From an optimization exercise on the open Yosys and OpenROAD flow, aimed at small area, a short achievable clock period and few clock cycles; shortcuts taken in it are not production practice. At most, simulation tests tie the RTL to the original design; equivalence was not proved. Power figures rest on the tool's default switching activity, not on a simulated workload.

JK:
## DIV
module DIV(
  input         clock,
  input         reset,
  output        io_in_ready,
  input         io_in_valid,
  input         io_in_bits_ctrl_flow_divw,
  input         io_in_bits_ctrl_flow_div_signed,
  input         io_in_bits_ctrl_flow_flush,
  input  [31:0] io_in_bits_ctrl_data_src1,
  input  [31:0] io_in_bits_ctrl_data_src2,
  input         io_out_ready,
  output        io_out_valid,
  output [31:0] io_out_bits_result_quotient,
  output [31:0] io_out_bits_result_remainder
);
For scale: about 1900 cells after synthesis, roughly 140 I/O pins.
==> flow/config.mk <==
export PLATFORM = sky130hd
export DESIGN_NAME = DIV
export DESIGN_NICKNAME = DIV
export VERILOG_FILES = /design/flow/design.v
export SDC_FILE = /design/flow/constraint.sdc
export NUM_CORES = 4
export LEC_CHECK = 0
export ABC_AREA = 1
export ABC_CLOCK_PERIOD_IN_PS = 3000
export CAP_MARGIN = 0
export CORE_MARGIN = 2
export CORE_UTILIZATION = 40
export CTS_BUF_LIST = sky130_fd_sc_hd__clkbuf_4 sky130_fd_sc_hd__clkbuf_8
export PLACE_DENSITY = 0.6
export SETUP_SLACK_MARGIN = 4.85
export SLEW_MARGIN = 0
==> flow/constraint.sdc <==
create_clock -name core_clock -period 8.0 [get_ports {clock}]
set_input_delay 1.6000 -clock core_clock [delete_from_list [all_inputs] [get_ports {clock}]]
set_output_delay 1.6000 -clock core_clock [all_outputs]
set_load 0.01 [all_outputs]
standard.sh (not shown) runs the stock make flow with config.mk's settings and CLKGATE_MAP_FILE= SYNTH_SCRIPT=/design/flow/synth_recipe.tcl, a recipe that flattens the netlist after the stock synthesis.
==> flow/flow/run.sh <==
#!/bin/bash
export BUFFER_PORTS_ARGS="-buffer_cell sky130_fd_sc_hd__buf_1"
bash standard.sh > standard.log 2>&1
Both conditions hold for JK: the flow ran to the end and the final layout passed the timing, DRC and antenna checks.
Testbench counts of JK, summed over its fixed seeds: cycles 16,908.
### JK -> MS
- SETUP_SLACK_MARGIN now 4.7, was 4.85
- PLACE_DENSITY now 0.7, was 0.6
- CORE_UTILIZATION now 60, was 40
- CTS_BUF_LIST now sky130_fd_sc_hd__clkbuf_8, was sky130_fd_sc_hd__clkbuf_4 sky130_fd_sc_hd__clkbuf_8
Notes after the runs:
MS vs. JK: worst path required time went down by 0.09 ns. Compared with JK, in MS fmax -about 6%; number of cells on the worst reg-to-reg path -3; wire length the detailed router placed on met1 -about 18%; routed wire length on met3 +36%.
### MS -> AL
- changing CORE_UTILIZATION from 60 to 40
- changing PLACE_DENSITY from 0.7 to 0.6
==> flow/run.sh (new file) <==
#!/bin/bash
# synth_recipe.tcl (not shown) runs the flow's synth.tcl, then flattens the netlist and writes it again
# the make line also repeats each setting of config.mk as NAME=value (left out here)
make -C /OpenROAD-flow-scripts/flow DESIGN_CONFIG=/design/flow/config.mk WORK_HOME=/design/flow/orfs CLKGATE_MAP_FILE= SYNTH_SCRIPT=/design/flow/synth_recipe.tcl finish
removed: flow/flow/run.sh
removed: flow/standard.sh
## What came out
- Any difference in clock network latency to the later pin of the worst-skew pair between AL and MS is small enough to ignore.
- Compared with MS, in AL post-route minimum period ~0 delta, clock buffer and inverter area fraction after layout -0.17 points, width of the chip +22%, pin slew with the least headroom to its limit -0.53 ns, non-clock buffer count +22.
- Delta (AL minus MS): wire length moved up; global-route wire length before repair moved up; power moved up.
### AL -> TR
- a change of SETUP_SLACK_MARGIN from 4.7 to 5
==> flow/flow/run.sh (new file) <==
#!/bin/bash
export BUFFER_PORTS_ARGS="-buffer_cell sky130_fd_sc_hd__buf_1"
bash standard.sh > standard.log 2>&1
==> flow/standard.sh (new file) <==
#!/bin/bash
# synth_recipe.tcl (not shown) runs the flow's synth.tcl, then flattens the netlist and writes it again
# the make line also repeats each setting of config.mk as NAME=value (left out here)
make -C /OpenROAD-flow-scripts/flow DESIGN_CONFIG=/design/flow/config.mk WORK_HOME=/design/flow/orfs CLKGATE_MAP_FILE= SYNTH_SCRIPT=/design/flow/synth_recipe.tcl "${@:-finish}"
removed: flow/run.sh
Notes after the runs:
- No stage failed in TR, and the final checks on the layout all came back clean.
- [TR vs AL] wire length of the first global-routing pass: higher in TR
- From AL to TR the numbers moved as follows: number of buffers and inverters on the critical path increased by 2 relative to the old numbers; share of total power in the clock network now larger; number of multi-input combinational cells in the layout about even; sequential share of layout area about even.
- Taking AL as the reference, in TR number of nets in the layout shows an increase of about 1.3%; wire length shows an increase of 1800 um.
- | share of the clock period used by the worst path after layout | lower: TR |
- The global-route usage in TR was higher than what AL gave.
For PW, these inputs were changed with respect to TR:
- a change of SETUP_SLACK_MARGIN from 5 to 4.7
--- outcome ---
- PW ended up with a lower static leakage than TR did.
- Class of the most critical setup path = input pin to flop: TR; class of the most critical setup path = flop to flop: PW
- From TR to PW the numbers moved as follows: final clock period utilization by the worst path moved up, global-route usage dropped 1.7 points, combinational logic power decreased by about 15% relative to the old numbers, total power fell about 10%.
- Of TR and PW, the higher switching fraction of total power belongs to PW.
- Cmp PW vs TR: non-clock buffer count lower in PW

========
DIV, a different RTL version from the one above (not shown whole).
Size in the first run: about 120 flip-flops, ~140 I/O pins, roughly 12000 um^2 of cells after synthesis.
==> flow/design.v (excerpt) <==
module DIV(
  input         clock,
  input         reset,
  output        io_in_ready,
  input         io_in_valid,
  input         io_in_bits_ctrl_flow_divw,
  input         io_in_bits_ctrl_flow_div_signed,
  input         io_in_bits_ctrl_flow_flush,
  input  [31:0] io_in_bits_ctrl_data_src1,
  input  [31:0] io_in_bits_ctrl_data_src2,
  input         io_out_ready,
  output        io_out_valid,
  output [31:0] io_out_bits_result_quotient,
  output [31:0] io_out_bits_result_remainder
);
  localparam [2:0] S_LOAD = 3'd0, S_ALIGN = 3'd1, S_ITER = 3'd2, S_CORR = 3'd3,
                   S_RESTORE = 3'd4, S_DONE = 3'd5;
  function [1:0] lz2(input [1:0] v);
    lz2 = {~v[1] & ~v[0], ~v[1]};
  endfunction
  function [2:0] lz4(input [3:0] v);
    reg [1:0] h, l;
    begin
      h = lz2(v[3:2]); l = lz2(v[1:0]);
      lz4 = {h[1] & l[1], h[1], h[1] ? l[0] : h[0]};
    end
  endfunction
  function [3:0] lz8(input [7:0] v);
    reg [2:0] h, l;
    begin
      h = lz4(v[7:4]); l = lz4(v[3:0]);
      lz8 = {h[2] & l[2], h[2], h[2] ? l[1:0] : h[1:0]};
    end
  endfunction
  function [4:0] lz16(input [15:0] v);
    reg [3:0] h, l;
    begin
      h = lz8(v[15:8]); l = lz8(v[7:0]);
      lz16 = {h[3] & l[3], h[3], h[3] ? l[2:0] : h[2:0]};
    end
  endfunction
  function [5:0] lzc32(input [31:0] v);
    reg [4:0] h, l;
    begin
      h = lz16(v[31:16]); l = lz16(v[15:0]);
      lzc32 = (h[4] & l[4]) ? 6'd32 : {1'b0, h[4], h[4] ? l[3:0] : h[3:0]};
    end
  endfunction
  wire [31:0] a  = io_in_bits_ctrl_data_src1;
  wire [31:0] b  = io_in_bits_ctrl_data_src2;
  wire        sg = io_in_bits_ctrl_flow_div_signed;
  wire        go = io_in_valid & ~io_in_bits_ctrl_flow_flush;
  reg  [2:0]  state;
  reg  [32:0] X;       
  reg  [32:0] E;       
  reg  [31:0] Q;       
  ...
export LEC_CHECK = 0
export ABC_CLOCK_PERIOD_IN_PS = 3000
export CAP_MARGIN = 20
export CORE_MARGIN = 2
export CORE_UTILIZATION = 40
export PLACE_DENSITY = 0.6
export SETUP_SLACK_MARGIN = 4.5
export SLEW_MARGIN = 20
create_clock -name core_clock -period 8.0 [get_ports {clock}]
run.sh (not shown) runs the stock make flow with config.mk's settings and CLKGATE_MAP_FILE= SYNTH_SCRIPT=/design/flow/synth_recipe.tcl, a recipe that flattens the netlist after the stock synthesis.
Stock flow here: none of the scripts above is used.
The starting point ran to the end with no violations.
==> next run, changes <==
Settings changed: SETUP_SLACK_MARGIN 4.5 to 3.5.
The new run completed without violations.
Wire length went down by 6.4%.
Global-route usage went down by 0.87 points.
First-iteration DRC count went down by 14%.
Synthesized area does not change.
Synthesized cell count is unchanged.
Final area went down by 10%.
No run of this note included a check of the RTL's function; only the layout flow was run.

========
run B:
DIV, a different RTL version from the one above (not shown whole).
For scale: roughly 1900 cells after synthesis, roughly 120 flip-flops, roughly 140 I/O pins.
Design DIV, start of the top module:
module DIV(
  input         clock,
  input         reset,
  output        io_in_ready,
  input         io_in_valid,
  input         io_in_bits_ctrl_flow_divw,
  input         io_in_bits_ctrl_flow_div_signed,
  input         io_in_bits_ctrl_flow_flush,
  input  [31:0] io_in_bits_ctrl_data_src1,
  input  [31:0] io_in_bits_ctrl_data_src2,
  input         io_out_ready,
  output        io_out_valid,
  output [31:0] io_out_bits_result_quotient,
  output [31:0] io_out_bits_result_remainder
);
  localparam [2:0] S_LOAD = 3'd0, S_ALIGN = 3'd1, S_ITER = 3'd2,
                   S_RESTORE = 3'd3, S_DONE = 3'd4;
  function [1:0] lz2(input [1:0] v);
    lz2 = {~v[1] & ~v[0], ~v[1]};
  endfunction
  function [2:0] lz4(input [3:0] v);
    reg [1:0] h, l;
    begin
      h = lz2(v[3:2]); l = lz2(v[1:0]);
      lz4 = {h[1] & l[1], h[1], h[1] ? l[0] : h[0]};
    end
  endfunction
  function [3:0] lz8(input [7:0] v);
    reg [2:0] h, l;
    begin
      h = lz4(v[7:4]); l = lz4(v[3:0]);
      lz8 = {h[2] & l[2], h[2], h[2] ? l[1:0] : h[1:0]};
    end
  endfunction
  function [4:0] lz16(input [15:0] v);
    reg [3:0] h, l;
    begin
      h = lz8(v[15:8]); l = lz8(v[7:0]);
      lz16 = {h[3] & l[3], h[3], h[3] ? l[2:0] : h[2:0]};
  ...
Settings: LEC_CHECK=0, ABC_AREA=1, ABC_CLOCK_PERIOD_IN_PS=3000, CAP_MARGIN=0, CORE_MARGIN=2, CORE_UTILIZATION=40, CTS_BUF_LIST=sky130_fd_sc_hd__clkbuf_8, PLACE_DENSITY=0.6, SETUP_SLACK_MARGIN=4.7, SLEW_MARGIN=0; clock period 8.0 ns.
standard.sh (not shown) runs the stock make flow with config.mk's settings and CLKGATE_MAP_FILE= SYNTH_SCRIPT=/design/flow/synth_recipe.tcl, a recipe that flattens the netlist after the stock synthesis.
==> flow/flow/run.sh <==
#!/bin/bash
export BUFFER_PORTS_ARGS="-buffer_cell sky130_fd_sc_hd__buf_1"
bash standard.sh > standard.log 2>&1
Run B ended with every stage complete and zero timing, DRC or antenna violations.
#### Input delta (run E over run B)
# run B
export LEC_CHECK = 0
export ABC_AREA = 1
export ABC_CLOCK_PERIOD_IN_PS = 3000
export CAP_MARGIN = 0
export CORE_MARGIN = 2
export CORE_UTILIZATION = 40
export CTS_BUF_LIST = sky130_fd_sc_hd__clkbuf_8
export PLACE_DENSITY = 0.6
export SETUP_SLACK_MARGIN = 4.7
export SLEW_MARGIN = 0
create_clock -name core_clock -period 8.0 [get_ports {clock}]
# run E
export LEC_CHECK = 0
export ABC_AREA = 1
export ABC_CLOCK_PERIOD_IN_PS = 3000
export CAP_MARGIN = 0
export CORE_MARGIN = 2
export CORE_UTILIZATION = 40
export CTS_BUF_LIST = sky130_fd_sc_hd__clkbuf_8
export PLACE_DENSITY = 0.6
export SETUP_SLACK_MARGIN = 4.85
export SLEW_MARGIN = 0
create_clock -name core_clock -period 8.0 [get_ports {clock}]
Results
Run E vs. run B: core utilization has increased, met1 track demand over resource has increased, combinational power has increased.
Run E ends up with a data arrival at the endpoint of the critical path that is 210 ps lower than in run B.
Compared run E vs run B, and number of diodes added for antenna fixing is down in run E.
| final wirelength | higher: run E |
On final period utilization, the lower figure sits with run E, not run B.
Met3 wire length (run E over run B): decrease, about 10%
On reported net switching power: between run B and run E, it ends up lower for run B.
Diff run B -> run E: ratio of routed vias to standard cells held steady; total power climbed about 5.4%.
No run of this note included a check of the RTL's function; only the layout flow was run.

## re-timing with driven ports
In the flow no input, the clock included, has a driving cell. The finished layouts below were timed again as built, in two steps.
Step 1 (the two cells are an assumption about what drives the block):
set clk [get_ports {clock}]
set_driving_cell -lib_cell sky130_fd_sc_hd__clkbuf_16 $clk
set_driving_cell -lib_cell sky130_fd_sc_hd__buf_2 [delete_from_list [all_inputs] $clk]
Step 2 also shifts input and output timing later by t, the mid clock arrival at the registers, as if the neighbouring blocks saw the same clock.
Three values: no drivers, after step 1, after step 2; two values: the first two.
run | t (ns) | slack for setup (ns) | cell pins on the clock port's net
JK | 0.519 | 4.936 / 4.831 / 4.312 | 1
MS | 0.504 | 4.752 / 4.752 / 4.285 | 1
AL | 0.510 | 4.753 / 4.744 / 4.270 | 1
TR | 0.499 | 4.880 / 4.861 / 4.362 | 1
PW | 0.512 | 4.724 / 4.724 / 4.272 | 1
the first run of note 2 | 0.476 | 3.456 / 3.456 / 3.456 | 1
the second run of note 2 | 0.485 | 3.548 / 3.548 / 3.172 | 1
run B | 0.518 | 4.771 / 4.771 / 4.306 | 1
run E | 0.520 | 4.846 / 4.846 / 4.416 | 1
After both steps every run listed still meets setup and hold. For JK, which loses most, drivers alone change the setup slack by -0.105 ns; drivers and shift together by -0.624 ns.
